What follows belongs to an exercise in optimizing a design on an open flow for small area; a production flow would make more cautious choices.
RTL that was checked went through simulation tests only; none was proved equivalent to the original.
Function not checked in run 2: the RTL went through the layout flow alone.
Power and IR drop assume default switching activity.

[flow/config.mk]
export PLATFORM = sky130hd
export DESIGN_NAME = programmer
export DESIGN_NICKNAME = programmer
export VERILOG_FILES = /design/flow/design.v
export SDC_FILE = /design/flow/constraint.sdc
export NUM_CORES = 4
export LEC_CHECK = 0
export ABC_AREA = 1
export CAP_MARGIN = 20
export CORE_MARGIN = 2
export CORE_UTILIZATION = 70
export CTS_BUF_LIST = sky130_fd_sc_hd__clkbuf_16
export CTS_CLUSTER_DIAMETER = 150
export CTS_CLUSTER_SIZE = 25
export PLACE_DENSITY = 0.8
export SLEW_MARGIN = 20
[flow/design.v]
module programmer (
	input 			sys_clk,
	input 			sys_nrst,
	input 			MISO,
	output			MOSI,
	output			SCK,
	output 			NSS,
	input [15:0] 	command,
	input 			out_fifo_empty,
	input [15:0]	out_fifo_rd_data,
	output			out_fifo_rd_en,
	output reg 		program_done,
	output reg 		verify_done,
	output reg 		program_error,
	output reg 		spi_violation_err,
	output reg 		spi_process_err
);
reg			tx;			 
reg			wt;			 
reg			nss_r;
reg			sck_r;
reg			mosi_r;
reg [7:0]	tm;			 
reg [3:0]	bit_cnt;	 
wire		done = bit_cnt[3] & !tx;	 
reg [7:0]	sh;			 
assign NSS  = nss_r;
assign SCK  = sck_r | nss_r;
assign MOSI = mosi_r;
reg			spi_enable;
reg			spi_wr_req;
reg [4:0]	wp, rp;
wire		fifo_empty = (wp == rp);
wire		fifo_full  = (wp[4] != rp[4]) && (wp[3:0] == rp[3:0]);
wire		fifo_rd_req;
wire		fifo_wr_req;
wire		fifo_rd_en = fifo_rd_req & !fifo_empty;
wire		fifo_wr_en = fifo_wr_req & !fifo_full;
reg			fifo_zero;	 
reg [15:0]	fifo_q;		 
reg [3:0]	cr;			 
reg [2:0]	fst;
reg [2:0]	hs;			 
reg [15:0]	fb;			 
reg [32:0]	rem;		 
reg			ones;		 
reg [15:0]	crc;
reg [3:0]	crc_cnt;
reg [4:0]	ncomp;		 
reg [2:0]	kq;			 
reg [21:0]	r0, r1, r2, r3;
reg [1:0]	ph;
reg [1:0]	cidx;		 
reg			pend_dec;	 
reg			is_one;		 
localparam	F_IDLE = 3'd0, F_LOAD = 3'd1, F_CRC = 3'd2, F_READ = 3'd4, F_READW = 3'd5, F_WRITE = 3'd6, F_WRITEW = 3'd7;
wire		out_fifo_rd_req = (fst == F_READW);
assign		out_fifo_rd_en  = out_fifo_rd_req & !out_fifo_empty;
assign		fifo_wr_req     = (fst == F_WRITEW);
localparam	H_W1 = 3'd0, H_W2 = 3'd1, H_W3 = 3'd2, H_CLO = 3'd3, H_CHI = 3'd4, H_CRC = 3'd5, H_DATA = 3'd6;
wire		fifo_sync_rst = (fst == F_READ) && (hs == H_W1);
wire		start_program = (fst == F_CRC) && (hs == H_DATA) && (crc_cnt == 4'd0) && cr[2];
wire		crc_ok   = (crc == fb);
wire		rem_more = !rem[32] && ((|rem[31:3]) || (rem[2:0] == 3'd7));	 
reg [4:0]	ps;			 
reg [1:0]	pre;		 
reg [3:0]	cnt;		 
reg [1:0]	dc;			 
reg [15:0]	pb;			 
localparam	P_IDLE = 5'd0, P_ISCEN = 5'd1, P_ISCST = 5'd2, P_FINIT = 5'd3,
			P_CINIT = 5'd4, P_CSEL = 5'd5, P_CCHK = 5'd6, P_CSTART = 5'd7,
			P_CRDF = 5'd8, P_DRDF = 5'd9, P_CSEND = 5'd10, P_CSET = 5'd11,
			P_DINIT = 5'd12, P_DSCMD = 5'd13, P_DCHKW = 5'd14, P_DCHKR = 5'd15,
			P_DSTW = 5'd16, P_DSTR = 5'd17, P_DSDUM = 5'd18, P_DRDUM = 5'd19,
			P_DRDIG = 5'd20, P_ISCDIS = 5'd22, P_REL = 5'd23,
			P_CRDFW = 5'd24, P_DRDFW = 5'd25;
assign		fifo_rd_req = (ps == P_CRDFW) || (ps == P_DRDFW);
localparam	R_STEP = 2'd0, R_W1 = 2'd1, R_HWS = 2'd2, R_W2 = 2'd3;
wire		spi_free  = !tx & !spi_wr_req;
wire [1:0]	slot3   = 2'd3 - ph;			 
wire		hit_c   = (slot3 == cidx);
wire		hit_w   = (slot3 == kq[1:0] - 1'b1);	 
wire		ring_clr = (hs == H_W1) || (hs == H_W2);	 
wire		ring_wlo = (fst == F_CRC) && (hs == H_CHI) && hit_w;
wire		ring_whi = (fst == F_CRC) && (hs == H_CLO || hs == H_CRC) && (kq != 0) && hit_w;
wire		ring_dec = pend_dec && hit_c;
wire [21:0]	r3_dec  = r3 - 1'b1;
reg [21:0]	ring_in;
always @(*) begin
	ring_in = ring_dec ? r3_dec : r3;
	if (ring_wlo)
		ring_in[15:0] = fb;
	if (ring_whi)
		ring_in[21:16] = fb[5:0];
	if (ring_clr)
		ring_in = 22'b0;
end
reg [127:0]	sa, sb;
reg			wpend;		 
reg			rd_late;	 
wire [3:0]	wp_prev = wp[3:0] - 1'b1;
wire [3:0]	rp_prev = rp[3:0] - 1'b1;
wire		mem_we  = sys_nrst && !fifo_sync_rst && fifo_wr_en;
wire		we_now  = mem_we && (wp[0] ^ ph[0]);
wire		rd_now  = !(rp[0] ^ ph[0]);		 
wire [2:0]	rd_ring = rd_late ? rp_prev[3:1] : rp[3:1];
reg [7:0]	ring_we;
integer		ri;
always @(*) begin
	for (ri = 0; ri < 8; ri = ri + 1)
		ring_we[ri] = (we_now && wp[3:1] == ri) || (wpend && wp_prev[3:1] == ri);
	fifo_q = 16'b0;
	for (ri = 0; ri < 8; ri = ri + 1)
		fifo_q = fifo_q | (sa[ri*16 +: 16] & {16{!fifo_zero && rd_ring == ri}});
end
wire [15:0]	pb_eff = rd_late ? fifo_q : pb;
wire		wait_end  = tm[7] & tm[6] & tm[3];	 
wire		tm_end    = tm[5] & tm[3] & tm[2] & tm[1] & tm[0];	 
wire [7:0]	pb_byte   = cnt[0] ? pb_eff[15:8] : pb_eff[7:0];
always @(posedge sys_clk) begin
	if (nss_r) begin
		sck_r <= 1'b1;
		tm <= 0;
		mosi_r <= 0;
		bit_cnt <= 0;
	end
	else begin
		if (bit_cnt[3] & !tx)
			bit_cnt <= 0;
		if (tm_end) begin
			tm <= 0;
			if (tx) begin
				sck_r <= !sck_r;
				if (sck_r)
					mosi_r <= sh[7];
				else begin
					sh <= {sh[6:0], MISO};
					bit_cnt <= bit_cnt + 1'b1;
				end
			end
		end
		else
			tm <= tm + 1'b1;
	end
	if (!sys_nrst) begin
		tx <= 0;
		wt <= 0;
		nss_r <= 1'b1;
		wp <= 0;
		rp <= 0;
		fst <= F_IDLE;
		spi_enable <= 0;
		spi_wr_req <= 0;
		cr <= 0;
		spi_violation_err <= 0;
		spi_process_err <= 0;
		program_error <= 0;
		verify_done <= 0;
		ps <= P_IDLE;
		pre <= R_STEP;
		program_done <= 0;
	end
	else begin
		if (tx) begin
			if (bit_cnt[3]) begin
				tx <= 0;
				wt <= spi_enable;
			end
		end
		else if (wt) begin
			if (spi_enable & spi_wr_req) begin
				wt <= 0;
				tx <= 1'b1;
			end
			else if (!spi_enable)
				wt <= 0;
		end
		else begin
			if (spi_enable) begin
				nss_r <= 0;
				if (spi_wr_req)
					tx <= 1'b1;
				else
					wt <= 1'b1;
			end
			else
				nss_r <= 1'b1;
		end
		if (fifo_sync_rst) begin
			wp <= 0;
			rp <= 0;
		end
		else begin
			if (fifo_wr_en)
				wp <= wp + 1'b1;
			if (fifo_rd_en)
				rp <= rp + 1'b1;
		end
		spi_wr_req <= 0;
		case (fst)
			F_IDLE: begin
				if (cr[3:1] != 0) begin
					hs <= H_W1;
					kq <= 0;
					fifo_zero <= (cr[1:0] != 2'b10);
					crc <= 16'hffff;
					crc_cnt <= 0;
					verify_done <= 0;
					fst <= F_READ;
				end
				else
					cr <= command[3:0];
			end
			F_READ, F_READW: begin
				if (out_fifo_rd_en) begin
					fb <= out_fifo_rd_data;
					fst <= F_LOAD;
				end
				else
					fst <= F_READW;
			end
			F_LOAD: begin
				fst <= F_CRC;
				if (hs[2:1] != 2'b00)
					rem[32:1] <= rem[32:1] - 1'b1;
				case (hs)
					H_W1: begin
						rem[15:0] <= fb;
						ones <= &fb;
						hs <= H_W2;
					end
					H_W2: begin
						rem[32:16] <= {1'b0, fb};
						ones <= ones & (&fb);
						hs <= H_W3;
					end
					H_W3: begin
						ncomp <= fb[4:0];
						hs <= (fb[4:0] == 0) ? H_CRC : H_CLO;
					end
					H_CLO: begin
						if (ncomp > 5'd4) begin
							cr <= 0;
							fst <= F_IDLE;
						end
						else begin
							kq <= kq + 1'b1;
							hs <= H_CHI;
						end
					end
					H_CHI: begin
						hs <= (kq == ncomp[2:0]) ? H_CRC : H_CLO;
					end
					H_CRC: begin
						if (!crc_ok) begin
							cr <= 0;
							fst <= F_IDLE;
						end
						else begin
							hs <= H_DATA;
						end
					end
					default: begin
						if (rem_more) begin
							if (cr[3] | cr[2])
								fst <= F_WRITE;
						end
						else begin
							if (cr[1] & crc_ok & !ones)
								verify_done <= 1'b1;
							cr <= 0;
							fst <= F_IDLE;
						end
					end
				endcase
			end
			F_CRC: begin
				crc_cnt <= crc_cnt + 1'b1;
				if (crc_cnt == 4'd15)
					fst <= F_READ;
				crc <= {1'b0, crc[15:1]} ^ ((crc[0] ^ fb[crc_cnt]) ? 16'h8408 : 16'h0000);
			end
			F_WRITE, F_WRITEW: begin
				if (fifo_wr_en)
					fst <= F_READ;
				else
					fst <= F_WRITEW;
			end
			default: ;
		endcase
		case (pre)
			R_W1, R_W2: begin
				if (wait_end) begin
					tm <= 0;
					pre <= (pre == R_W1) ? R_HWS : R_STEP;
				end
				else
					tm <= tm + 1'b1;
			end
			R_HWS: begin
				if (!spi_enable) begin
					if (!tx) begin
						spi_enable <= 1'b1;
						spi_wr_req <= 1'b1;
						sh <= 8'h00;
					end
				end
				else if (done) begin
					spi_enable <= 0;
					if (sh[2] | sh[3]) begin
						spi_violation_err <= sh[2];
						spi_process_err <= sh[3];
						program_error <= 1'b1;
						ps <= P_IDLE;
						pre <= R_STEP;
					end
					else begin
						tm <= 0;
						pre <= (sh[1] & !sh[0]) ? R_W2 : R_W1;
					end
				end
			end
			default: begin
				case (ps)
					P_IDLE: begin
						if (start_program) begin
							program_done <= 0;
							program_error <= 0;
							ps <= P_ISCEN;
							pre <= R_HWS;
						end
						else
							spi_enable <= 0;
					end
					P_ISCEN: begin
						if (!spi_enable) begin
							if (!tx) begin
								spi_enable <= 1'b1;
								spi_wr_req <= 1'b1;
								sh <= 8'h0B;
								cnt <= 0;
							end
						end
						else if (done) begin
							if (!cnt[2]) begin
								cnt <= cnt + 1'b1;
								spi_wr_req <= 1'b1;
								sh <= {2'b00, cnt[1] & cnt[0], 1'b0, cnt[1] & cnt[0], 2'b00, cnt[1] ~^ cnt[0]};	 
							end
							else begin
								spi_enable <= 0;
								tm <= 0;
								ps <= P_ISCST;
								pre <= R_W1;
							end
						end
					end
					P_ISCST: begin
						if (!spi_enable) begin
							if (!tx) begin
								spi_enable <= 1'b1;
								spi_wr_req <= 1'b1;
								sh <= 8'h01;
							end
						end
						else if (done) begin
							spi_enable <= 0;
							if (sh[0]) begin
								program_error <= 1'b1;
								ps <= P_IDLE;
							end
							else begin
								tm <= 0;
								ps <= P_FINIT;
								pre <= R_W1;
							end
						end
					end
					P_FINIT: begin
						if (!spi_enable) begin
							if (!tx) begin
								spi_enable <= 1'b1;
								spi_wr_req <= 1'b1;
								sh <= 8'hAE;
								cnt <= 0;
							end
						end
						else if (done) begin
							if (!cnt[0]) begin
								cnt <= cnt + 1'b1;
								spi_wr_req <= 1'b1;
								sh <= {6'b0, cr[3:2]};
							end
							else begin
								spi_enable <= 0;
								ps <= P_CINIT;
							end
						end
					end
					P_CINIT: begin
						cidx <= 0;
						ps <= P_CCHK;
					end
					P_CSEL: begin
						cidx <= cidx + 1'b1;
						ncomp <= ncomp - 1'b1;
						if (ncomp == 5'd1) begin
							tm <= 0;
							ps <= P_ISCDIS;
							pre <= R_W1;
						end
						else
							ps <= P_CCHK;
					end
					P_CCHK: begin
						tm <= 0;
						ps <= P_CSTART;
						pre <= R_W1;
					end
					P_CSTART: begin
						spi_enable <= 1'b1;
						spi_wr_req <= 1'b1;
						sh <= 8'hEE;
						cnt <= 0;
						ps <= P_CRDF;
					end
					P_CRDF, P_DRDF, P_CRDFW, P_DRDFW: begin
						if (fifo_rd_en) begin
							if (rd_now)
								pb <= fifo_q;
							ps <= ps[0] ? P_DRDIG : P_CSEND;
						end
						else
							ps <= {2'b11, ps[2:0]};
					end
					P_CSEND: begin
						if (spi_free) begin
							spi_wr_req <= 1'b1;
							cnt <= cnt + 1'b1;
							sh <= pb_byte;
							if (cnt[0])
								ps <= (cnt == 4'd15) ? P_CSET : P_CRDF;
						end
					end
					P_CSET: begin
						if (spi_free) begin
							spi_enable <= 0;
							pend_dec <= 1'b1;
							if (is_one) begin
								dc <= 0;
								ps <= P_DINIT;
							end
							else
								ps <= P_CCHK;
						end
					end
					P_DINIT: begin
						cnt <= 0;
						dc <= dc + 1'b1;
						ps <= (dc == 2'd3) ? P_CSEL : P_DCHKW;
					end
					P_DCHKW, P_DCHKR: begin
						tm <= 0;
						ps <= (ps == P_DCHKW) ? P_DSTW : P_DSTR;
						pre <= R_W1;
					end
					P_DSTW, P_DSTR: begin
						spi_enable <= 1'b1;
						spi_wr_req <= 1'b1;
						sh <= (ps == P_DSTW) ? 8'hF2 : 8'h01;
						cnt <= 0;
						ps <= (ps == P_DSTW) ? P_DSCMD : P_DRDUM;
					end
					P_DSCMD: begin
						if (spi_free) begin
							spi_wr_req <= 1'b1;
							sh <= {6'b0, dc};
							ps <= P_DSDUM;
						end
					end
					P_DSDUM: begin
						if (spi_free) begin
							cnt <= cnt + 1'b1;
							if (cnt == 4'd15) begin
								spi_enable <= 0;
								ps <= P_DCHKR;
							end
							else begin
								spi_wr_req <= 1'b1;
								sh <= 8'h00;
							end
						end
					end
					P_DRDUM: begin
						if (spi_free) begin
							spi_wr_req <= 1'b1;
							sh <= 8'h00;
							cnt <= cnt + 1'b1;
							if (dc[1] ? (cnt[2:0] == 3'd0) : (cnt[2:0] == 3'd4)) begin
								cnt <= 0;
								ps <= P_DRDF;
							end
						end
					end
					P_DRDIG: begin
						if (spi_free) begin
							cnt <= cnt + 1'b1;
							if (sh != pb_byte) begin
								spi_enable <= 0;
								program_error <= 1'b1;
								ps <= P_IDLE;
							end
							else if (cnt[0] &&
								((dc == 2'd1 && cnt == 4'd11) ||
								 (dc == 2'd2 && cnt == 4'd15) ||
								 (dc == 2'd3 && cnt == 4'd3))) begin
								spi_enable <= 0;
								ps <= P_DINIT;
							end
							else begin
								spi_wr_req <= 1'b1;
								sh <= 8'h00;
								if (cnt[0])
									ps <= P_DRDF;
							end
						end
					end
					P_ISCDIS, P_REL: begin
						if (!spi_enable) begin
							if (spi_free) begin
								spi_enable <= 1'b1;
								spi_wr_req <= 1'b1;
								sh <= (ps == P_ISCDIS) ? 8'h0C : 8'h23;
							end
						end
						else if (done) begin
							spi_enable <= 0;
							if (ps == P_ISCDIS) begin
								tm <= 0;
								ps <= P_REL;
								pre <= R_W1;
							end
							else begin
								program_done <= 1'b1;
								ps <= P_IDLE;
							end
						end
					end
					default: ;
				endcase
			end
		endcase
	end
	r1 <= r0;
	r2 <= r1;
	r3 <= r2;
	r0 <= ring_in;
	if (hit_c)
		is_one <= (ring_in == 22'd1);
	if (!sys_nrst)
		ph <= 0;
	else
		ph <= ph + 1'b1;
	if (!sys_nrst || ring_dec)
		pend_dec <= 0;
	sb <= sa;
	for (ri = 0; ri < 8; ri = ri + 1)
		sa[ri*16 +: 16] <= ring_we[ri] ? fb : sb[ri*16 +: 16];
	wpend <= sys_nrst && mem_we && !(wp[0] ^ ph[0]);
	rd_late <= sys_nrst && fifo_rd_en && !rd_now;
	if (rd_late)
		pb <= fifo_q;
end
endmodule
[flow/flow/run.sh]
#!/bin/bash
# The standard layout (standard.sh, unchanged synthesis) with two changes:
#  - the input and output port buffers are the smallest buffer (buf_1);
#  - clock tree synthesis adds no dummy loads.
# Each tool's full output goes to the ORFS logs under orfs/logs; make's own
# output goes to standard.log here.
export BUFFER_PORTS_ARGS="-buffer_cell sky130_fd_sc_hd__buf_1"
export CTS_ARGS="-sink_clustering_enable -repair_clock_nets -sink_clustering_size 28 -sink_clustering_max_diameter 120 -buf_list sky130_fd_sc_hd__clkbuf_16 -dont_use_dummy_load"
bash standard.sh > standard.log 2>&1
[flow/constraint.sdc]
create_clock -name core_clock -period 8.0 [get_ports {sys_clk}]
set_input_delay 1.6000 -clock core_clock [delete_from_list [all_inputs] [get_ports {sys_clk}]]
set_output_delay 1.6000 -clock core_clock [all_outputs]
set_load 0.01 [all_outputs]
[flow/standard.sh]
#!/bin/bash
# synth_recipe.tcl (not shown) runs the flow's synth.tcl, then flattens the netlist and writes it again
# the make line also repeats each setting of config.mk as NAME=value (left out here)
make -C /OpenROAD-flow-scripts/flow DESIGN_CONFIG=/design/flow/config.mk WORK_HOME=/design/flow/orfs CLKGATE_MAP_FILE= SYNTH_SCRIPT=/design/flow/synth_recipe.tcl "${@:-finish}"
==> impl_results.html, run 1 <==
<table>
<tr><th>Metric</th><th>Value</th></tr>
<tr><th colspan="2">Run status</th></tr>
<tr><td>Run status</td><td>complete, no violations</td></tr>
<tr><th colspan="2">Global routing</th></tr>
<tr><td>Antenna violations before repair</td><td>0</td></tr>
<tr><td>Wire length of the first global-routing pass</td><td>85240 um</td></tr>
<tr><td>GRT overflow</td><td>0</td></tr>
<tr><td>Overall fraction of global-route tracks in use</td><td>between 30% and 40%</td></tr>
<tr><td>Via count of the first global-routing pass</td><td>16270</td></tr>
<tr><td>Pin count of the biggest net entering global routing</td><td>30</td></tr>
<tr><th colspan="2">Timing</th></tr>
<tr><td>Setup repair after global routing missed its margin</td><td>false</td></tr>
<tr><td>Worst Skew</td><td>0.05711 ns</td></tr>
<tr><td>Final number of max-transition violations</td><td>0</td></tr>
<tr><td>Max Clk Rate</td><td>0.2273 GHz</td></tr>
<tr><td>Final Hold Fails</td><td>0</td></tr>
<tr><td>Slew at the pin closest to its max-slew limit</td><td>1.069 ns</td></tr>
<tr><td>Total of endpoints with negative setup slack in the final report</td><td>0</td></tr>
<tr><td>Final worst path period need</td><td>4.400 ns</td></tr>
<tr><td>Max_slew headroom</td><td>28.55%</td></tr>
<tr><td>Setup TNS Final</td><td>0 ns</td></tr>
<tr><td>Part of the cycle the worst path needs</td><td>a little over half</td></tr>
<tr><th colspan="2">Critical path</th></tr>
<tr><td>Type of element launching the critical path</td><td>input pin</td></tr>
<tr><td>Kind of end point of the critical path</td><td>flip-flop</td></tr>
<tr><td>Worst setup startpoint</td><td>sys_nrst</td></tr>
<tr><td>Required time of the critical path</td><td>8.45 ns</td></tr>
<tr><td>Maximum fanout along the worst path</td><td>29</td></tr>
<tr><td>Arrival time worst endpoint</td><td>slightly below 5 ns</td></tr>
<tr><td>Source of the worst register-to-register timing path</td><td>rd_late</td></tr>
<tr><td>Critical Setup Path Class</td><td>input pin to flip-flop</td></tr>
<tr><th colspan="2">Drt</th></tr>
<tr><td>Routed WL per cell</td><td>18.62 um</td></tr>
<tr><td>Overall routed net length</td><td>53520 um</td></tr>
<tr><td>Count of TritonRoute iterations in the first routing pass</td><td>9</td></tr>
<tr><td>Drt first-iter violations</td><td>~1900</td></tr>
<tr><td>Via-to-Cell Ratio</td><td>between 5 and 6</td></tr>
<tr><td>Residual antenna-violating net count after detailed routing</td><td>0</td></tr>
<tr><td>Vias</td><td>17160</td></tr>
<tr><td>DRC viols</td><td>0</td></tr>
<tr><th colspan="2">Power</th></tr>
<tr><td>Peak supply drop</td><td>0.2356 mV</td></tr>
<tr><td>Leakage</td><td>9.257 nW</td></tr>
<tr><td>Power after layout</td><td>0.005400 W</td></tr>
<tr><td>Total power divided by cell area</td><td>~250 nW/um^2</td></tr>
<tr><th colspan="2">Hold path</th></tr>
<tr><td>Worst hold-check path type</td><td>flip-flop to flip-flop</td></tr>
<tr><td>Hold Path Origin</td><td>sa[92]</td></tr>
<tr><th colspan="2">Yosys</th></tr>
<tr><td>Share of the synthesized area in the top cell type</td><td>38.71%</td></tr>
<tr><td>Total number of yosys warnings</td><td>1</td></tr>
<tr><td>Sequential share of the synthesized area</td><td>between 50% and 60%</td></tr>
<tr><td>Yosys top cell by area</td><td>dfxtp_1</td></tr>
<tr><td>Leading post-synthesis cells by cell area</td><td>dfxtp_1 (39%), edfxtp_1 (15%), nand2_1 (8.9%), nor2_1 (6.6%), a21oi_1 (4.7%)</td></tr>
<tr><td>Post-synth EDFFs</td><td>~110</td></tr>
<tr><td>Top_reg_cell synth</td><td>dfxtp_1</td></tr>
<tr><td>Synthesized netlist cell count</td><td>2496</td></tr>
<tr><td>Flops &amp; latches, synth</td><td>a little over 500</td></tr>
<tr><td>Netlist area before placement</td><td>between 20000 and 25000 sq um</td></tr>
<tr><td>Mean instance size in the synthesized netlist</td><td>between 8 and 9 sq um</td></tr>
<tr><td>Synth Net Count</td><td>between 2000 and 3000</td></tr>
<tr><td>Count of unique library cells instantiated by Yosys</td><td>between 50 and 60</td></tr>
<tr><td>Fraction of registers with async set/reset</td><td>0%</td></tr>
<tr><th colspan="2">Clock tree</th></tr>
<tr><td>Total clock buffers created by CTS</td><td>22</td></tr>
<tr><td>TritonCTS Sinks</td><td>512</td></tr>
<tr><td>Max clock buf depth</td><td>3</td></tr>
<tr><td>Postcts setup bufs</td><td>0</td></tr>
<tr><td>Clock input transition at the sequential cells of the worst setup and hold paths</td><td>0.10 ns</td></tr>
<tr><td>CTS tree</td><td>built</td></tr>
<tr><td>Number of gates resized after CTS</td><td>0</td></tr>
<tr><td>Post-CTS Hold Fix Bufs</td><td>0</td></tr>
<tr><td>Insertion delay to the later sink of the worst-skew pair</td><td>0.57 ns</td></tr>
<tr><td>Max H-tree Level</td><td>1</td></tr>
<tr><td>Root Buffer Master</td><td>clkbuf_16</td></tr>
<tr><th colspan="2">Floorplan</th></tr>
<tr><td>Starting Density</td><td>a little under three quarters</td></tr>
<tr><td>Floorplan Core Area</td><td>about 30000 sq um</td></tr>
<tr><td>Die width</td><td>177.0 um</td></tr>
<tr><td>Die area</td><td>between 30000 and 40000 sq um</td></tr>
<tr><td>Placement Rows</td><td>between 60 and 70</td></tr>
<tr><td>Io pins</td><td>45</td></tr>
<tr><td>Die outline height</td><td>between 150 and 200 um</td></tr>
<tr><th colspan="2">Final layout</th></tr>
<tr><td>Area growth from synthesis to final layout</td><td>4.534%</td></tr>
<tr><td>Fraction of layout instances using a drive strength above 1</td><td>4.869%</td></tr>
<tr><td>Diode count</td><td>0</td></tr>
<tr><td>Final Util</td><td>approximately 74%</td></tr>
<tr><td>Fillers</td><td>2193</td></tr>
<tr><td>Net count reported at finish</td><td>2545</td></tr>
<tr><th colspan="2">Flow run</th></tr>
<tr><td>Number of max-cap violations</td><td>0</td></tr>
<tr><th colspan="2">Place</th></tr>
<tr><td>IO buf count</td><td>32</td></tr>
<tr><td>Final RePlAce weighted congestion</td><td>between 0.9 and 1</td></tr>
<tr><td>Final HPWL DP</td><td>37900 um</td></tr>
</table>
## routing by layer
metal / vias up / global-route usage, % / routed length [um]
met5: - / 0 / 0
met4: 0 / 13.12 / 2197
met3: 145 / 4.639 / 4318
met2: 782 / 56.13 / 24940
met1: 8043 / 46.48 / 22060
li1: 8190 / - / -
## through the flow
stage / cells / setup WS, ns / hold slack, ns / area, sq um
6_report: 2875 / 3.600 / 0.3265 / 21890
4_1_cts: 2874 / 3.432 / 0.3354 / 21850
5_1_grt: 2875 / 3.185 / 0.3399 / 21890
2_1_floorplan: 2496 / 4.188 / 0.3096 / 20940
3_3_place_gp: 2851 / 3.061 / 0.3095 / 21290
3_5_place_dp: 2852 / 2.863 / 0.3121 / 21300
## layout make-up
cell class / instances / area (sq um) / area share (%)
Clock buffer: 22 / 550.5 / 2.515
Inverter: 236 / 885.9 / 4.046
Multi-Input combinational cell: 1668 / 8396 / 38.35
Sequential cell: 512 / 11320 / 51.71
Tap cell: 390 / 488.0 / 2.229
Timing Repair Buffer: 47 / 252.7 / 1.154
## cell families after synthesis
group,count (synthesis),synth area share (%)
AOI/OAI and AO/OA,420,11.29
muxes,24,1.290
DFF,512,54.05
buffers and inverters,316,5.992
adders and majority gates,22,1.314
and+or+nand+nor,1130,23.05
xor gates and xnor gates,72,3.011
## synth_stat cells, types with 3 or more instances
cell type / n
nand2_2: 10
xor2_1: 39
nor3b_1: 7
a41oi_1: 3
nand4_1: 52
mux2_2: 24
a21oi_1: 197
nor4_1: 21
nand2_1: 497
o21ai_0: 124
o22ai_1: 6
clkbuf_1: 50
dfxtp_1: 405
buf_2: 22
o2111ai_1: 6
a32o_1: 6
a22oi_1: 5
o211ai_1: 18
a221oi_1: 4
nor2_1: 370
edfxtp_1: 107
xnor2_1: 33
inv_1: 216
a211oi_1: 9
a2111oi_0: 3
buf_6: 3
buf_4: 5
nor2_2: 7
ha_1: 22
nor2_4: 8
nand3_1: 71
o21ai_1: 9
clkinv_1: 13
nor3_1: 58
or2_2: 17
inv_2: 7
a31oi_1: 11
nand3b_1: 4
## registers in the layout (all words and copies together) (netlist names), 5 cells and up
signal and cells:
sa 128, sb 128, rem 33, r0 22, r1 22, r2 22
r3 22, crc 16, fb 16, pb 16, sh 8, tm 8
ncomp 5, ps 5, rp 5, wp 5
## where the power goes
part | internal [W] | switching, W | total [W]
sequential | 0.00282 | 0.000157 | 0.00298
clock | 0.000496 | 0.000743 | 0.00124
combinational | 0.000359 | 0.000823 | 0.00118
## final timing paths
path / depth (start not counted) / slack (ns) / to
worst max register to register: 27 / 3.61 / ps[2]
worst min-delay path: 0 / 0.33 / sb[92]
worst max-delay path: 9 / 3.60 / sa[42]
worst min register to register: 0 / 0.33 / sb[92]
## layout by cell type (no fill, tap or decap), types with 7 or more instances in the layout
| cell type | Yosys | routed |
|---|---|---|
| inv_1 | 216 | 216 |
| ha_1 | 22 | 22 |
| o21ai_1 | 9 | 10 |
| a21oi_1 | 197 | 197 |
| buf_1 | 0 | 32 |
| nor2_4 | 8 | 8 |
| nand3_1 | 71 | 71 |
| mux2_2 | 24 | 24 |
| inv_2 | 7 | 7 |
| xor2_1 | 39 | 39 |
| o211ai_1 | 18 | 18 |
| nor4_1 | 21 | 21 |
| nor2_2 | 7 | 7 |
| o21ai_0 | 124 | 121 |
| clkinv_1 | 13 | 13 |
| xnor2_1 | 33 | 33 |
| a211oi_1 | 9 | 9 |
| dfxtp_1 | 405 | 405 |
| nor3_1 | 58 | 57 |
| a31oi_1 | 11 | 11 |
| nor2_1 | 370 | 370 |
| clkbuf_16 | 0 | 22 |
| nor3b_1 | 7 | 7 |
| nand2_2 | 10 | 10 |
| nand4_1 | 52 | 52 |
| edfxtp_1 | 107 | 107 |
| buf_4 | 5 | 14 |
| nand2_1 | 497 | 497 |
| or2_2 | 17 | 17 |
## worst max-delay path, cell delays in order
cell,delay (ns)
buf_1,0.08
buf_4,0.29
inv_1,0.10
a21oi_1,0.47
inv_1,0.24
nor3_1,0.65
nand3_1,0.30
o21ai_4,0.67
mux2_2,0.42
==> inputs of run 2 (changes only) <==
--- a/flow/design.v
+++ b/flow/design.v
@@ -165,5 +165,5 @@
 			if (bit_cnt[3]) begin
 				tx <= 0;
-				wt <= spi_enable;
+				wt <= 1'b1;
 			end
 		end
@@ -179,8 +179,5 @@
 			if (spi_enable) begin
 				nss_r <= 0;
-				if (spi_wr_req)
-					tx <= 1'b1;
-				else
-					wt <= 1'b1;
+				tx <= 1'b1;
 			end
 			else
@@ -300,5 +297,5 @@
 			R_HWS: begin
 				if (!spi_enable) begin
-					if (!tx) begin
+					begin	 
 						spi_enable <= 1'b1;
 						spi_wr_req <= 1'b1;
@@ -330,10 +327,8 @@
 							pre <= R_HWS;
 						end
-						else
-							spi_enable <= 0;
 					end
 					P_ISCEN: begin
 						if (!spi_enable) begin
-							if (!tx) begin
+							begin	 
 								spi_enable <= 1'b1;
 								spi_wr_req <= 1'b1;
@@ -358,5 +353,5 @@
 					P_ISCST: begin
 						if (!spi_enable) begin
-							if (!tx) begin
+							begin	 
 								spi_enable <= 1'b1;
 								spi_wr_req <= 1'b1;
@@ -379,5 +374,5 @@
 					P_FINIT: begin
 						if (!spi_enable) begin
-							if (!tx) begin
+							begin	 
 								spi_enable <= 1'b1;
 								spi_wr_req <= 1'b1;
@@ -528,5 +523,5 @@
 					P_ISCDIS, P_REL: begin
 						if (!spi_enable) begin
-							if (spi_free) begin
+							begin	 
 								spi_enable <= 1'b1;
 								spi_wr_req <= 1'b1;
==> run 2 against run 1 <==
First-iteration DRC count up 13%. Critical path depth unchanged. Clock skew up 0.0088 ns. Worst setup slack worse by 0.070 ns. Sequential share of layout area up 0.083 points. Synthesized area about the same. Fmax down 1.6%. Total power down 4.3%. Count of clock-buffer cells in the layout unchanged. Critical path type unchanged. Critical endpoint is now sa[38]. Highest routed layer unchanged.
==> impl_results.html, run 2 <==
<table>
<tr><th>Metric</th><th>Value</th></tr>
<tr><th colspan="2">Run status</th></tr>
<tr><td>Run status</td><td>complete, no violations</td></tr>
<tr><th colspan="2">Floorplan</th></tr>
<tr><td>Io pins</td><td>45</td></tr>
<tr><td>Starting Density</td><td>70.90%</td></tr>
<tr><td>Die width</td><td>about 180 um</td></tr>
<tr><td>Placement Rows</td><td>63</td></tr>
<tr><td>Floorplan Core Area</td><td>29560 sq um</td></tr>
<tr><td>Die area</td><td>31340 sq um</td></tr>
<tr><td>Die outline height</td><td>around 180 um</td></tr>
<tr><th colspan="2">Final layout</th></tr>
<tr><td>Fraction of layout instances using a drive strength above 1</td><td>4.667%</td></tr>
<tr><td>Final Util</td><td>73.95%</td></tr>
<tr><td>Net count reported at finish</td><td>2567</td></tr>
<tr><td>Largest registers in the final layout</td><td>sa x128, sb x128, rem x33</td></tr>
<tr><td>Commonest cells after routing, fill and taps aside</td><td>nand2_1 (504), dfxtp_1 (405), nor2_1 (383), inv_1 (239), a21oi_1 (209)</td></tr>
<tr><td>Diode count</td><td>0</td></tr>
<tr><td>Area used by multi-input combinational logic</td><td>8335 sq um</td></tr>
<tr><td>Fillers</td><td>2218</td></tr>
<tr><td>Final standard cell area without fillers</td><td>21860 sq um</td></tr>
<tr><td>Most common cell after layout, fill and taps aside</td><td>nand2_1</td></tr>
<tr><td>Area growth from synthesis to final layout</td><td>4.305%</td></tr>
<tr><td>Storage cell area</td><td>11320 sq um</td></tr>
<tr><th colspan="2">Drt</th></tr>
<tr><td>Overall routed net length</td><td>54240 um</td></tr>
<tr><td>Vias</td><td>17310</td></tr>
<tr><td>Routed WL per cell</td><td>roughly 19 um</td></tr>
<tr><td>Residual antenna-violating net count after detailed routing</td><td>0</td></tr>
<tr><td>Via-to-Cell Ratio</td><td>5.975</td></tr>
<tr><td>DRC viols</td><td>0</td></tr>
<tr><td>Drt first-iter violations</td><td>2149</td></tr>
<tr><td>Count of TritonRoute iterations in the first routing pass</td><td>8</td></tr>
<tr><th colspan="2">Yosys</th></tr>
<tr><td>Leading post-synthesis cells by cell area</td><td>dfxtp_1 (39%), edfxtp_1 (15%), nand2_1 (9.0%), nor2_1 (6.9%), a21oi_1 (5.0%)</td></tr>
<tr><td>Flops &amp; latches, synth</td><td>512</td></tr>
<tr><td>Yosys top cell by area</td><td>dfxtp_1</td></tr>
<tr><td>Sequential share of the synthesized area</td><td>54.02%</td></tr>
<tr><td>Synth Net Count</td><td>2583</td></tr>
<tr><td>Total number of yosys warnings</td><td>1</td></tr>
<tr><td>Top_reg_cell synth</td><td>dfxtp_1</td></tr>
<tr><td>Leading cell type by number of instances after synthesis</td><td>nand2_1</td></tr>
<tr><td>Share of the synthesized area in the top cell type</td><td>~39%</td></tr>
<tr><td>Post-synth EDFFs</td><td>107</td></tr>
<tr><td>Most common library cells after synthesis</td><td>nand2_1 (505), dfxtp_1 (405), nor2_1 (384)</td></tr>
<tr><td>Mean instance size in the synthesized netlist</td><td>8.300 sq um</td></tr>
<tr><td>Netlist area before placement</td><td>about 21000 sq um</td></tr>
<tr><td>Count of unique library cells instantiated by Yosys</td><td>63</td></tr>
<tr><td>Synthesized netlist cell count</td><td>2525</td></tr>
<tr><td>Fraction of registers with async set/reset</td><td>0%</td></tr>
<tr><th colspan="2">Clock tree</th></tr>
<tr><td>Total clock buffers created by CTS</td><td>22</td></tr>
<tr><td>Root Buffer Master</td><td>clkbuf_16</td></tr>
<tr><td>Max clock buf depth</td><td>3</td></tr>
<tr><td>CTS tree</td><td>built</td></tr>
<tr><td>Clock input transition at the sequential cells of the worst setup and hold paths</td><td>0.11 ns</td></tr>
<tr><td>Post-CTS Hold Fix Bufs</td><td>0</td></tr>
<tr><td>Max H-tree Level</td><td>1</td></tr>
<tr><td>Number of gates resized after CTS</td><td>0</td></tr>
<tr><td>Postcts setup bufs</td><td>0</td></tr>
<tr><td>Insertion delay to the later sink of the worst-skew pair</td><td>0.58 ns</td></tr>
<tr><td>TritonCTS Sinks</td><td>approximately 510</td></tr>
<tr><th colspan="2">Timing</th></tr>
<tr><td>Max Clk Rate</td><td>0.2237 GHz</td></tr>
<tr><td>Worst hold slack across all endpoints</td><td>0.3139 ns</td></tr>
<tr><td>Final worst path period need</td><td>4.470 ns</td></tr>
<tr><td>Setup repair after global routing missed its margin</td><td>false</td></tr>
<tr><td>Total of endpoints with negative setup slack in the final report</td><td>0</td></tr>
<tr><td>Final Hold Fails</td><td>0</td></tr>
<tr><td>Final number of max-transition violations</td><td>0</td></tr>
<tr><td>Slew at the pin closest to its max-slew limit</td><td>roughly 1.0 ns</td></tr>
<tr><td>Setup TNS Final</td><td>0 ns</td></tr>
<tr><td>Part of the cycle the worst path needs</td><td>55.88%</td></tr>
<tr><td>Worst Skew</td><td>approximately 0.066 ns</td></tr>
<tr><td>Final worst-path setup slack</td><td>between 3 and 4 ns</td></tr>
<tr><td>Max_slew headroom</td><td>between 30% and 40%</td></tr>
<tr><th colspan="2">Critical path</th></tr>
<tr><td>Kind of end point of the critical path</td><td>flip-flop</td></tr>
<tr><td>Count of cells along the worst register-to-register path</td><td>11</td></tr>
<tr><td>Maximum fanout along the worst path</td><td>30</td></tr>
<tr><td>Critical Setup Path Class</td><td>input pin to flip-flop</td></tr>
<tr><td>Type of element launching the critical path</td><td>input pin</td></tr>
<tr><td>Arrival time worst endpoint</td><td>4.95 ns</td></tr>
<tr><td>Required time of the critical path</td><td>8.48 ns</td></tr>
<tr><td>Standard cell with the maximum stage delay on the critical path</td><td>o21ai_4</td></tr>
<tr><td>Max stage delay on crit path</td><td>between 0.7 and 0.8 ns</td></tr>
<tr><td>Critical-path cell list</td><td>buf_1 &gt; buf_4 &gt; inv_2 &gt; a21oi_1 &gt; inv_1 &gt; nor3_2 &gt; nand3_1 &gt; o21ai_4 &gt; mux2_2</td></tr>
<tr><th colspan="2">Place</th></tr>
<tr><td>IO buf count</td><td>32</td></tr>
<tr><td>Final RePlAce weighted congestion</td><td>roughly 0.99</td></tr>
<tr><td>DP Worst Slack</td><td>2.933 ns</td></tr>
<tr><td>Final HPWL DP</td><td>38630 um</td></tr>
<tr><td>Placed standard-cell area</td><td>21300 sq um</td></tr>
<tr><th colspan="2">Flow run</th></tr>
<tr><td>Number of max-cap violations</td><td>0</td></tr>
<tr><th colspan="2">Power</th></tr>
<tr><td>Total power divided by cell area</td><td>236.5 nW/um^2</td></tr>
<tr><td>Combinational fraction of design power</td><td>19.3%</td></tr>
<tr><td>Net Sw Frac</td><td>30.60%</td></tr>
<tr><td>Peak supply drop</td><td>0.2324 mV</td></tr>
<tr><td>Clock Power Share</td><td>24.1%</td></tr>
<tr><td>Leakage</td><td>roughly 9.3 nW</td></tr>
<tr><td>Internal</td><td>0.003588 W</td></tr>
<tr><td>Sequential power share</td><td>56.6%</td></tr>
<tr><td>Net switching power figure</td><td>0.001582 W</td></tr>
<tr><th colspan="2">Global routing</th></tr>
<tr><td>Antenna violations before repair</td><td>0</td></tr>
<tr><td>Overall fraction of global-route tracks in use</td><td>34.69%</td></tr>
<tr><td>GRT overflow</td><td>0</td></tr>
<tr><td>Via count of the first global-routing pass</td><td>16570</td></tr>
<tr><td>Wire length of the first global-routing pass</td><td>between 80000 and 90000 um</td></tr>
<tr><td>Pin count of the biggest net entering global routing</td><td>31</td></tr>
<tr><th colspan="2">Hold path</th></tr>
<tr><td>Worst hold-check path type</td><td>flip-flop to flip-flop</td></tr>
<tr><td>Hold Path Stages</td><td>0</td></tr>
</table>
-- run 2: cell types whose count changed in the layout (fill, tap and decap cells not counted), moves of 5 or more --
cell	delta
inv_1	+23
xor2_1	-10
o21ai_1	-8
nand3_1	+10
nand2_1	+7
mux2_2	-8
a21oi_1	+12
nor2_1	+13
clkinv_1	-5
-- run 2: stage by stage --
step,std cells,total power [W]
after floorplan,2525,0.003657
after global placement,2875,0.003913
after detailed placement,2875,0.003948
after CTS,2897,0.005147
after global routing,2897,0.005388
final,2897,0.005170
-- run 2: routing by layer --
metal	GRT usage, %	vias up	routed length [um]
met3	4.596	162	4375
met1	47.32	8135	22680
met5	0	-	0
li1	-	8230	-
met4	13.57	0	2314
met2	56.44	782	24860
-- run 2: path summary, 6_finish.rpt --
path | from | end | slack (ns)
max | sys_nrst | sa[38] | 3.53
min | sa[79] | sb[79] | 0.31
max reg2reg | fst[2] | is_one | 3.64
min reg2reg | sa[79] | sb[79] | 0.31
-- run 2: area by class of cell --
| class | instances | area share, % |
|---|---|---|
| inverter | 252 | 4.327 |
| multi-input combinational | 1676 | 38.13 |
| tap | 390 | 2.232 |
| timing repair buffer | 45 | 0.9960 |
| sequential | 512 | 51.79 |
| clock buffer | 22 | 2.519 |
-- run 2: cell families after synthesis --
group | after synthesis | synth area share [%]
xor gates and xnor gates | 62 | 2.591
AOI/OAI and AO/OA | 415 | 11.08
buffers and inverters | 337 | 6.388
DFF | 512 | 54.02
and+or+nand+nor | 1161 | 23.74
muxes | 16 | 0.8597
adders and majority gates | 22 | 1.313
-- run 2: power groups by stage --
stage / logic, W / clock network (W) / registers [W]
final: 0.000996 / 0.00125 / 0.00293
after CTS: 0.000974 / 0.00125 / 0.00292
after global placement: 0.000940 / 0 / 0.00297
after detailed placement: 0.000968 / 0 / 0.00298
after floorplan: 0.000738 / 0 / 0.00292
after global routing: 0.00112 / 0.00133 / 0.00294
-- run 2: critical path, delay by kind of cell --
family,cells,cell delay (ns)
simple gates,2,0.75
compound gates,2,1.23
mux,1,0.41
buf+inv,4,0.94
==> inputs of run 3 (changes only) <==
--- a/flow/design.v
+++ b/flow/design.v
@@ -46,5 +46,5 @@
 reg			ones;		 
 reg [15:0]	crc;
-reg [3:0]	crc_cnt;
+reg [3:0]	cnt;		 
 reg [4:0]	ncomp;		 
 reg [2:0]	kq;			 
@@ -60,10 +60,9 @@
 localparam	H_W1 = 3'd0, H_W2 = 3'd1, H_W3 = 3'd2, H_CLO = 3'd3, H_CHI = 3'd4, H_CRC = 3'd5, H_DATA = 3'd6;
 wire		fifo_sync_rst = (fst == F_READ) && (hs == H_W1);
-wire		start_program = (fst == F_CRC) && (hs == H_DATA) && (crc_cnt == 4'd0) && cr[2];
+wire		start_program = (fst == F_CRC) && (hs == H_DATA) && (cnt == 4'd0) && cr[2];
 wire		crc_ok   = (crc == fb);
 wire		rem_more = !rem[32] && ((|rem[31:3]) || (rem[2:0] == 3'd7));	 
 reg [4:0]	ps;			 
 reg [1:0]	pre;		 
-reg [3:0]	cnt;		 
 reg [1:0]	dc;			 
 reg [15:0]	pb;			 
@@ -202,5 +201,5 @@
 					fifo_zero <= (cr[1:0] != 2'b10);
 					crc <= 16'hffff;
-					crc_cnt <= 0;
+					cnt <= 0;
 					verify_done <= 0;
 					fst <= F_READ;
@@ -273,8 +272,8 @@
 			end
 			F_CRC: begin
-				crc_cnt <= crc_cnt + 1'b1;
-				if (crc_cnt == 4'd15)
+				cnt <= cnt + 1'b1;
+				if (cnt == 4'd15)
 					fst <= F_READ;
-				crc <= {1'b0, crc[15:1]} ^ ((crc[0] ^ fb[crc_cnt]) ? 16'h8408 : 16'h0000);
+				crc <= {1'b0, crc[15:1]} ^ ((crc[0] ^ fb[cnt]) ? 16'h8408 : 16'h0000);
 			end
 			F_WRITE, F_WRITEW: begin
==> run 3 against run 2 <==
Critical path type is now flip-flop to flip-flop. Sequential share of layout area down 0.59 points. Sequential power about the same. Worst hold slack worse by 0.019 ns. Clock skew down 0.00083 ns.
==> impl_results.html, run 3 <==
<table>
<tr><th>Metric</th><th>Value</th></tr>
<tr><th colspan="2">Place</th></tr>
<tr><td>Final RePlAce weighted congestion</td><td>0.9985</td></tr>
<tr><td>IO buf count</td><td>32</td></tr>
<tr><td>Final HPWL DP</td><td>39550 um</td></tr>
<tr><td>Placed standard-cell area</td><td>roughly 21000 sq um</td></tr>
<tr><th colspan="2">Timing</th></tr>
<tr><td>Final number of max-transition violations</td><td>0</td></tr>
<tr><td>Max_slew headroom</td><td>30.42%</td></tr>
<tr><td>Total of endpoints with negative setup slack in the final report</td><td>0</td></tr>
<tr><td>Setup TNS Final</td><td>0 ns</td></tr>
<tr><td>Slew at the pin closest to its max-slew limit</td><td>just over 1 ns</td></tr>
<tr><td>Final Hold Fails</td><td>0</td></tr>
<tr><td>Final worst path period need</td><td>4.267 ns</td></tr>
<tr><td>Max Clk Rate</td><td>0.2343 GHz</td></tr>
<tr><td>Worst Skew</td><td>0.06504 ns</td></tr>
<tr><td>Setup repair after global routing missed its margin</td><td>false</td></tr>
<tr><td>Part of the cycle the worst path needs</td><td>53.34%</td></tr>
<tr><th colspan="2">Clock tree</th></tr>
<tr><td>Max clock buf depth</td><td>3</td></tr>
<tr><td>Total clock buffers created by CTS</td><td>22</td></tr>
<tr><td>Number of gates resized after CTS</td><td>0</td></tr>
<tr><td>Insertion delay to the later sink of the worst-skew pair</td><td>approximately 0.58 ns</td></tr>
<tr><td>CTS tree</td><td>built</td></tr>
<tr><td>Post-CTS Hold Fix Bufs</td><td>0</td></tr>
<tr><td>Max H-tree Level</td><td>1</td></tr>
<tr><td>TritonCTS Sinks</td><td>508</td></tr>
<tr><td>Root Buffer Master</td><td>clkbuf_16</td></tr>
<tr><td>Clock input transition at the sequential cells of the worst setup and hold paths</td><td>approximately 0.11 ns</td></tr>
<tr><td>Postcts setup bufs</td><td>0</td></tr>
<tr><th colspan="2">Critical path</th></tr>
<tr><td>Kind of end point of the critical path</td><td>flip-flop</td></tr>
<tr><td>Critical Setup Path Class</td><td>flip-flop to flip-flop</td></tr>
<tr><td>Maximum fanout along the worst path</td><td>12</td></tr>
<tr><td>Required time of the critical path</td><td>8.35 ns</td></tr>
<tr><td>Type of element launching the critical path</td><td>flip-flop</td></tr>
<tr><td>Arrival time worst endpoint</td><td>4.61 ns</td></tr>
<tr><th colspan="2">Floorplan</th></tr>
<tr><td>Floorplan Core Area</td><td>29480 sq um</td></tr>
<tr><td>Placement Rows</td><td>63</td></tr>
<tr><td>Starting Density</td><td>70.83%</td></tr>
<tr><td>Die width</td><td>176.7 um</td></tr>
<tr><td>Die outline height</td><td>176.7 um</td></tr>
<tr><td>Die area</td><td>between 30000 and 40000 sq um</td></tr>
<tr><td>Io pins</td><td>45</td></tr>
<tr><th colspan="2">Yosys</th></tr>
<tr><td>Synth Net Count</td><td>2619</td></tr>
<tr><td>Count of unique library cells instantiated by Yosys</td><td>59</td></tr>
<tr><td>Top_reg_cell synth</td><td>dfxtp_1</td></tr>
<tr><td>Synthesized netlist cell count</td><td>2565</td></tr>
<tr><td>Flops &amp; latches, synth</td><td>508</td></tr>
<tr><td>Total number of yosys warnings</td><td>1</td></tr>
<tr><td>Yosys top cell by area</td><td>dfxtp_1</td></tr>
<tr><td>Share of the synthesized area in the top cell type</td><td>38.83%</td></tr>
<tr><td>Fraction of registers with async set/reset</td><td>0%</td></tr>
<tr><td>Leading cell type by number of instances after synthesis</td><td>nand2_1</td></tr>
<tr><td>Most common library cells after synthesis</td><td>nand2_1 (492), nor2_1 (412), dfxtp_1 (405)</td></tr>
<tr><td>Netlist area before placement</td><td>20880 sq um</td></tr>
<tr><td>Post-synth EDFFs</td><td>103</td></tr>
<tr><td>Leading post-synthesis cells by cell area</td><td>dfxtp_1 (39%), edfxtp_1 (15%), nand2_1 (8.8%), nor2_1 (7.4%), a21oi_1 (5.5%)</td></tr>
<tr><td>Sequential share of the synthesized area</td><td>53.64%</td></tr>
<tr><td>Mean instance size in the synthesized netlist</td><td>approximately 8.1 sq um</td></tr>
<tr><th colspan="2">Drt</th></tr>
<tr><td>Routed WL per cell</td><td>18.62 um</td></tr>
<tr><td>Vias</td><td>17670</td></tr>
<tr><td>DRC viols</td><td>0</td></tr>
<tr><td>Residual antenna-violating net count after detailed routing</td><td>0</td></tr>
<tr><td>Via-to-Cell Ratio</td><td>5.989</td></tr>
<tr><td>Drt first-iter violations</td><td>about 2000</td></tr>
<tr><td>Overall routed net length</td><td>around 55000 um</td></tr>
<tr><td>Count of TritonRoute iterations in the first routing pass</td><td>8</td></tr>
<tr><th colspan="2">Final layout</th></tr>
<tr><td>Net count reported at finish</td><td>2616</td></tr>
<tr><td>Fillers</td><td>2224</td></tr>
<tr><td>Final standard cell area without fillers</td><td>21880 sq um</td></tr>
<tr><td>Most common cell after layout, fill and taps aside</td><td>nand2_1</td></tr>
<tr><td>Area growth from synthesis to final layout</td><td>4.763%</td></tr>
<tr><td>Final Util</td><td>74.21%</td></tr>
<tr><td>Fraction of layout instances using a drive strength above 1</td><td>slightly above 4%</td></tr>
<tr><td>Commonest cells after routing, fill and taps aside</td><td>nand2_1 (490), nor2_1 (412), dfxtp_1 (405), inv_1 (262), a21oi_1 (231)</td></tr>
<tr><td>Diode count</td><td>0</td></tr>
<tr><td>Largest registers in the final layout</td><td>sa x128, sb x128, rem x33</td></tr>
<tr><th colspan="2">Run status</th></tr>
<tr><td>Run status</td><td>complete, no violations</td></tr>
<tr><th colspan="2">Global routing</th></tr>
<tr><td>Antenna violations before repair</td><td>0</td></tr>
<tr><td>Overall fraction of global-route tracks in use</td><td>35.07%</td></tr>
<tr><td>Wire length of the first global-routing pass</td><td>87210 um</td></tr>
<tr><td>Via count of the first global-routing pass</td><td>16750</td></tr>
<tr><td>Pin count of the biggest net entering global routing</td><td>33</td></tr>
<tr><td>GRT overflow</td><td>0</td></tr>
<tr><th colspan="2">Power</th></tr>
<tr><td>Peak supply drop</td><td>0.2316 mV</td></tr>
<tr><td>Leakage</td><td>9.333 nW</td></tr>
<tr><td>Total power divided by cell area</td><td>258.1 nW/um^2</td></tr>
<tr><th colspan="2">Flow run</th></tr>
<tr><td>Number of max-cap violations</td><td>0</td></tr>
<tr><th colspan="2">Hold path</th></tr>
<tr><td>Worst hold-check path type</td><td>flip-flop to flip-flop</td></tr>
</table>
==> run 3: cell count changes in the layout (fill, tap and decap cells not counted), sizes merged, moves of 10 or more <==
cell   before  now
inv       244  267
mux2       16    0
nand2     519  502
buf        45   55
nor2      397  426
a21oi     210  231
==> run 3: layer usage <==
| metal | track usage (%) | wire (um) | vias to the layer above |
|---|---|---|---|
| met4 | 13.12 | 1942 | 0 |
| li1 | - | - | 8399 |
| met3 | 4.467 | 4302 | 135 |
| met5 | 0 | 0 | - |
| met2 | 59.52 | 26450 | 810 |
| met1 | 46.08 | 22230 | 8324 |
==> run 3: report_power, final <==
part	leakage [nW]	switching, W	internal, W
Clock	0.271	0.000739	0.000495
Sequential	4.27	0.000150	0.00279
Combinational	4.80	0.00103	0.000442
==> run 3: logic make-up (layout without fill, tap and decap cells) <==
family / Yosys count / count (layout) / synth area share [%]
simple gates: 1160 / 1160 / 23.56
flops: 508 / 508 / 53.64
buf+inv: 355 / 350 / 6.609
fa+ha+maj: 18 / 18 / 1.079
compound gates: 456 / 456 / 12.26
xor+xnor: 68 / 68 / 2.852
==> run 3: final cells by class <==
type	instances	area (sq um)	area share (%)
Inverter	273	1025	4.684
Timing Repair Buffer	55	292.8	1.338
Sequential cell	508	11200	51.20
Multi-Input combinational cell	1702	8320	38.03
Clock buffer	22	550.5	2.516
Tap cell	390	488.0	2.230
==> run 3: critical path, cell delays in order, from the launching register on <==
cell and delay (ns):
dfxtp_1 0.38, nor2_1 0.20, inv_1 0.10, nor2_1 0.79, nand3_1 0.21, nor2_1 0.54
inv_1 0.33, o21ai_0 0.28, o21ai_0 0.16, nor3_1 0.18, nor3b_1 0.25, nand4_1 0.17
nor2_1 0.16, nand4_1 0.10, nor2_1 0.23
==> run 3: path summary, 6_finish.rpt <==
kind | from | end | slack, ns | cells past startpoint
setup / recovery | fst[2] | is_one | 3.73 | 14
hold / removal | sa[103] | sb[103] | 0.29 | 0
setup reg to reg | fst[2] | is_one | 3.73 | 14
hold reg to reg | sa[103] | sb[103] | 0.29 | 0
==> run 3: metrics by stage <==
stage / instances / hold slack, ns / total power (W) / worst slack, ns
finish: 2950 / 0.2948 / 0.005646 / 3.733
CTS: 2950 / 0.2998 / 0.005612 / 3.720
floorplan: 2565 / 0.3096 / 0.003997 / 3.802
global placement: 2928 / 0.3096 / 0.004361 / 3.346
global route: 2950 / 0.2972 / 0.005920 / 3.419
detailed placement: 2928 / 0.3121 / 0.004408 / 3.146
==> inputs of run 4 (changes only) <==
--- a/flow/flow/run.sh
+++ b/flow/flow/run.sh
@@ -6,4 +6,4 @@
 # output goes to standard.log here.
 export BUFFER_PORTS_ARGS="-buffer_cell sky130_fd_sc_hd__buf_1"
-export CTS_ARGS="-sink_clustering_enable -repair_clock_nets -sink_clustering_size 28 -sink_clustering_max_diameter 120 -buf_list sky130_fd_sc_hd__clkbuf_16 -dont_use_dummy_load"
+export CTS_ARGS="-sink_clustering_enable -repair_clock_nets -sink_clustering_size 25 -sink_clustering_max_diameter 150 -buf_list sky130_fd_sc_hd__clkbuf_16 -dont_use_dummy_load"
 bash standard.sh > standard.log 2>&1
==> run 4 against run 3 <==
Worst setup slack worse by 0.035 ns. Count of clock-buffer cells in the layout up 2. Cell count about the same. First-iteration DRC count down 7.6%.
==> impl_results.html, run 4 <==
<table>
<tr><th>Metric</th><th>Value</th></tr>
<tr><th colspan="2">Clock tree</th></tr>
<tr><td>Clock input transition at the sequential cells of the worst setup and hold paths</td><td>0.10 ns</td></tr>
<tr><td>Max clock buf depth</td><td>3</td></tr>
<tr><td>Root Buffer Master</td><td>clkbuf_16</td></tr>
<tr><td>Number of gates resized after CTS</td><td>0</td></tr>
<tr><td>Max H-tree Level</td><td>1</td></tr>
<tr><td>TritonCTS Sinks</td><td>508</td></tr>
<tr><td>Post-CTS Hold Fix Bufs</td><td>0</td></tr>
<tr><td>Total clock buffers created by CTS</td><td>24</td></tr>
<tr><td>Postcts setup bufs</td><td>0</td></tr>
<tr><td>Insertion delay to the later sink of the worst-skew pair</td><td>0.59 ns</td></tr>
<tr><td>CTS tree</td><td>built</td></tr>
<tr><th colspan="2">Timing</th></tr>
<tr><td>Final number of max-transition violations</td><td>0</td></tr>
<tr><td>Part of the cycle the worst path needs</td><td>53.78%</td></tr>
<tr><td>Worst Skew</td><td>~0.074 ns</td></tr>
<tr><td>Final Hold Fails</td><td>0</td></tr>
<tr><td>Slew at the pin closest to its max-slew limit</td><td>1.073 ns</td></tr>
<tr><td>Max_slew headroom</td><td>28.20%</td></tr>
<tr><td>Max Clk Rate</td><td>0.2324 GHz</td></tr>
<tr><td>Final worst-path setup slack</td><td>around 3.7 ns</td></tr>
<tr><td>Setup TNS Final</td><td>0 ns</td></tr>
<tr><td>Worst hold slack across all endpoints</td><td>0.2982 ns</td></tr>
<tr><td>Total of endpoints with negative setup slack in the final report</td><td>0</td></tr>
<tr><td>Final worst path period need</td><td>4.302 ns</td></tr>
<tr><td>Setup repair after global routing missed its margin</td><td>false</td></tr>
<tr><th colspan="2">Power</th></tr>
<tr><td>Net switching power figure</td><td>~0.0019 W</td></tr>
<tr><td>Leakage</td><td>9.358 nW</td></tr>
<tr><td>Clock Power Share</td><td>22.6%</td></tr>
<tr><td>Total power divided by cell area</td><td>approximately 260 nW/um^2</td></tr>
<tr><td>Combinational fraction of design power</td><td>25.8%</td></tr>
<tr><td>Peak supply drop</td><td>0.2206 mV</td></tr>
<tr><td>Internal</td><td>0.003769 W</td></tr>
<tr><td>Net Sw Frac</td><td>33.84%</td></tr>
<tr><td>Sequential power share</td><td>51.6%</td></tr>
<tr><th colspan="2">Yosys</th></tr>
<tr><td>Total number of yosys warnings</td><td>1</td></tr>
<tr><td>Fraction of registers with async set/reset</td><td>0%</td></tr>
<tr><td>Netlist area before placement</td><td>between 20000 and 25000 sq um</td></tr>
<tr><td>Yosys top cell by area</td><td>dfxtp_1</td></tr>
<tr><td>Share of the synthesized area in the top cell type</td><td>38.83%</td></tr>
<tr><td>Leading post-synthesis cells by cell area</td><td>dfxtp_1 (39%), edfxtp_1 (15%), nand2_1 (8.8%), nor2_1 (7.4%), a21oi_1 (5.5%)</td></tr>
<tr><td>Mean instance size in the synthesized netlist</td><td>around 8.1 sq um</td></tr>
<tr><td>Sequential share of the synthesized area</td><td>a little over half</td></tr>
<tr><td>Flops &amp; latches, synth</td><td>slightly above 500</td></tr>
<tr><td>Most common library cells after synthesis</td><td>nand2_1 (492), nor2_1 (412), dfxtp_1 (405)</td></tr>
<tr><td>Post-synth EDFFs</td><td>103</td></tr>
<tr><td>Top_reg_cell synth</td><td>dfxtp_1</td></tr>
<tr><td>Count of unique library cells instantiated by Yosys</td><td>59</td></tr>
<tr><td>Synth Net Count</td><td>~2600</td></tr>
<tr><td>Synthesized netlist cell count</td><td>2565</td></tr>
<tr><td>Leading cell type by number of instances after synthesis</td><td>nand2_1</td></tr>
<tr><th colspan="2">Floorplan</th></tr>
<tr><td>Die width</td><td>176.7 um</td></tr>
<tr><td>Placement Rows</td><td>63</td></tr>
<tr><td>Io pins</td><td>45</td></tr>
<tr><td>Die outline height</td><td>176.7 um</td></tr>
<tr><td>Floorplan Core Area</td><td>slightly below 30000 sq um</td></tr>
<tr><td>Starting Density</td><td>a little under three quarters</td></tr>
<tr><td>Die area</td><td>31230 sq um</td></tr>
<tr><th colspan="2">Global routing</th></tr>
<tr><td>Wire length of the first global-routing pass</td><td>86620 um</td></tr>
<tr><td>Antenna violations before repair</td><td>0</td></tr>
<tr><td>Pin count of the biggest net entering global routing</td><td>33</td></tr>
<tr><td>GRT overflow</td><td>0</td></tr>
<tr><td>Overall fraction of global-route tracks in use</td><td>34.83%</td></tr>
<tr><td>Via count of the first global-routing pass</td><td>16690</td></tr>
<tr><th colspan="2">Drt</th></tr>
<tr><td>DRC viols</td><td>0</td></tr>
<tr><td>Residual antenna-violating net count after detailed routing</td><td>0</td></tr>
<tr><td>Vias</td><td>17660</td></tr>
<tr><td>Routed WL per cell</td><td>18.58 um</td></tr>
<tr><td>Count of TritonRoute iterations in the first routing pass</td><td>7</td></tr>
<tr><td>Via-to-Cell Ratio</td><td>5.981</td></tr>
<tr><td>Overall routed net length</td><td>54850 um</td></tr>
<tr><td>Drt first-iter violations</td><td>~1900</td></tr>
<tr><th colspan="2">Final layout</th></tr>
<tr><td>Fraction of layout instances using a drive strength above 1</td><td>4.098%</td></tr>
<tr><td>Area growth from synthesis to final layout</td><td>5.003%</td></tr>
<tr><td>Commonest cells after routing, fill and taps aside</td><td>nand2_1 (490), nor2_1 (412), dfxtp_1 (405), inv_1 (262), a21oi_1 (231)</td></tr>
<tr><td>Final Util</td><td>74.38%</td></tr>
<tr><td>Fillers</td><td>2205</td></tr>
<tr><td>Storage cell area</td><td>11200 sq um</td></tr>
<tr><td>Net count reported at finish</td><td>2618</td></tr>
<tr><td>Area used by multi-input combinational logic</td><td>8320 sq um</td></tr>
<tr><td>Diode count</td><td>0</td></tr>
<tr><td>Largest registers in the final layout</td><td>sa x128, sb x128, rem x33</td></tr>
<tr><td>Most common cell after layout, fill and taps aside</td><td>nand2_1</td></tr>
<tr><th colspan="2">Critical path</th></tr>
<tr><td>Maximum fanout along the worst path</td><td>16</td></tr>
<tr><td>Worst setup startpoint</td><td>fst[0]</td></tr>
<tr><td>Arrival time worst endpoint</td><td>4.65 ns</td></tr>
<tr><td>Type of element launching the critical path</td><td>flip-flop</td></tr>
<tr><td>Required time of the critical path</td><td>~8.4 ns</td></tr>
<tr><td>Source of the worst register-to-register timing path</td><td>fst[0]</td></tr>
<tr><td>Count of cells along the worst register-to-register path</td><td>14</td></tr>
<tr><td>Worst flop-to-flop path endpoint</td><td>is_one</td></tr>
<tr><td>Kind of end point of the critical path</td><td>flip-flop</td></tr>
<tr><td>Slack of the worst reg-to-reg path</td><td>about 3.7 ns</td></tr>
<tr><td>Critical Setup Path Class</td><td>flip-flop to flip-flop</td></tr>
<tr><th colspan="2">Hold path</th></tr>
<tr><td>Endpoint of the worst hold path</td><td>sb[119]</td></tr>
<tr><td>Hold Path Stages</td><td>0</td></tr>
<tr><td>Hold Path Origin</td><td>sa[119]</td></tr>
<tr><td>Worst hold-check path type</td><td>flip-flop to flip-flop</td></tr>
<tr><th colspan="2">Place</th></tr>
<tr><td>IO buf count</td><td>32</td></tr>
<tr><td>DP Worst Slack</td><td>3.146 ns</td></tr>
<tr><td>Final HPWL DP</td><td>a little under 40000 um</td></tr>
<tr><td>Final RePlAce weighted congestion</td><td>0.9985</td></tr>
<tr><th colspan="2">Flow run</th></tr>
<tr><td>Number of max-cap violations</td><td>0</td></tr>
<tr><th colspan="2">Run status</th></tr>
<tr><td>Run status</td><td>complete, no violations</td></tr>
</table>
[run 4: cell families after synthesis]
kind of cell,after synthesis,share of synthesized area [%]
AO/OA/AOI/OAI,456,12.26
XOR/XNOR,68,2.852
adder cells (fa/ha/maj),18,1.079
buffers and inverters,355,6.609
flip-flops,508,53.64
AND/OR/NAND/NOR,1160,23.56
[run 4: worst max path at each step]
stage	end	depth (start not counted)
6_report	is_one	14
4_1_cts	sa[22]	10
3_5_place_dp	sa[18]	9
2_1_floorplan	fb[0]	4
5_1_grt	is_one	14
3_3_place_gp	sa[16]	9
[run 4: area by class of cell]
class / count / area share (%)
multi-input combinational: 1702 / 37.95
clock buffer: 24 / 2.739
sequential: 508 / 51.08
inverter: 273 / 4.673
timing repair buffer: 55 / 1.335
tap: 390 / 2.225
[run 4: critical path, stage by stage, from the launching register on]
cell and delay (ns):
dfxtp_1 0.37, nor2_1 0.19, inv_1 0.11, nor2_1 0.82
inv_1 0.51, nor3_1 0.36, inv_1 0.32, o211ai_1 0.33
nand2_1 0.08, nor3_1 0.17, nor3b_1 0.20, nand4_1 0.13
nor2_1 0.14, nand4_1 0.10, nor2_1 0.22
[run 4: per-stage QoR]
stage          total power, W  cell area [sq um]  cells
2_1_floorplan        0.003997              20880   2565
3_3_place_gp         0.004361              21320   2928
3_5_place_dp         0.004408              21320   2928
4_1_cts              0.005657              21920   2952
5_1_grt              0.005960              21930   2952
6_report             0.005696              21930   2952
[run 4: metal layers]
layer  up-vias  global-route usage (%)  part of all wire [%]
met5         -                       0                     0
met4         0                   12.53                   3.7
met3       144                   4.596                   7.6
met2       805                   59.44                    48
met1      8316                   45.57                    41
li1       8392                       -                     -
[run 4: power groups by stage]
| stage | Sequential, W | Clock (W) | Combinational [W] |
|---|---|---|---|
| floorplan | 0.00293 | 0 | 0.00107 |
| global placement | 0.00298 | 0 | 0.00138 |
| detailed placement | 0.00299 | 0 | 0.00142 |
| CTS | 0.00293 | 0.00129 | 0.00143 |
| global route | 0.00295 | 0.00137 | 0.00163 |
| finish | 0.00294 | 0.00129 | 0.00147 |

==> port drivers added, routing unchanged <==
Ports are ideal in the flow. The routed layouts listed here were re-timed in OpenROAD. Step 1 sets driving cells, clkbuf_16 on the clock port and buf_2 on the other inputs (assumed; they add their load-dependent delay and slew). Step 2 adds t to the input delays and takes it off the output delays; t is the mean of the earliest and latest rising clock arrival at the registers after step 1. Input paths then give back, and output paths get back, about the clock's delay inside the block. Three values: ideal ports, drivers, drivers and shift; two values: the first two.
| run | t (ns) | slack for setup (ns) | pins driven straight from the clock port |
|---|---|---|---|
| run 1 | 0.595 | 3.600 / 3.612 / 3.031 | 1 |
| run 2 | 0.599 | 3.530 / 3.560 / 2.961 | 1 |
| run 3 | 0.599 | 3.733 / 3.733 / 3.377 | 1 |
| run 4 | 0.608 | 3.698 / 3.698 / 3.407 | 1 |
After both steps setup and hold are still met in every run listed.
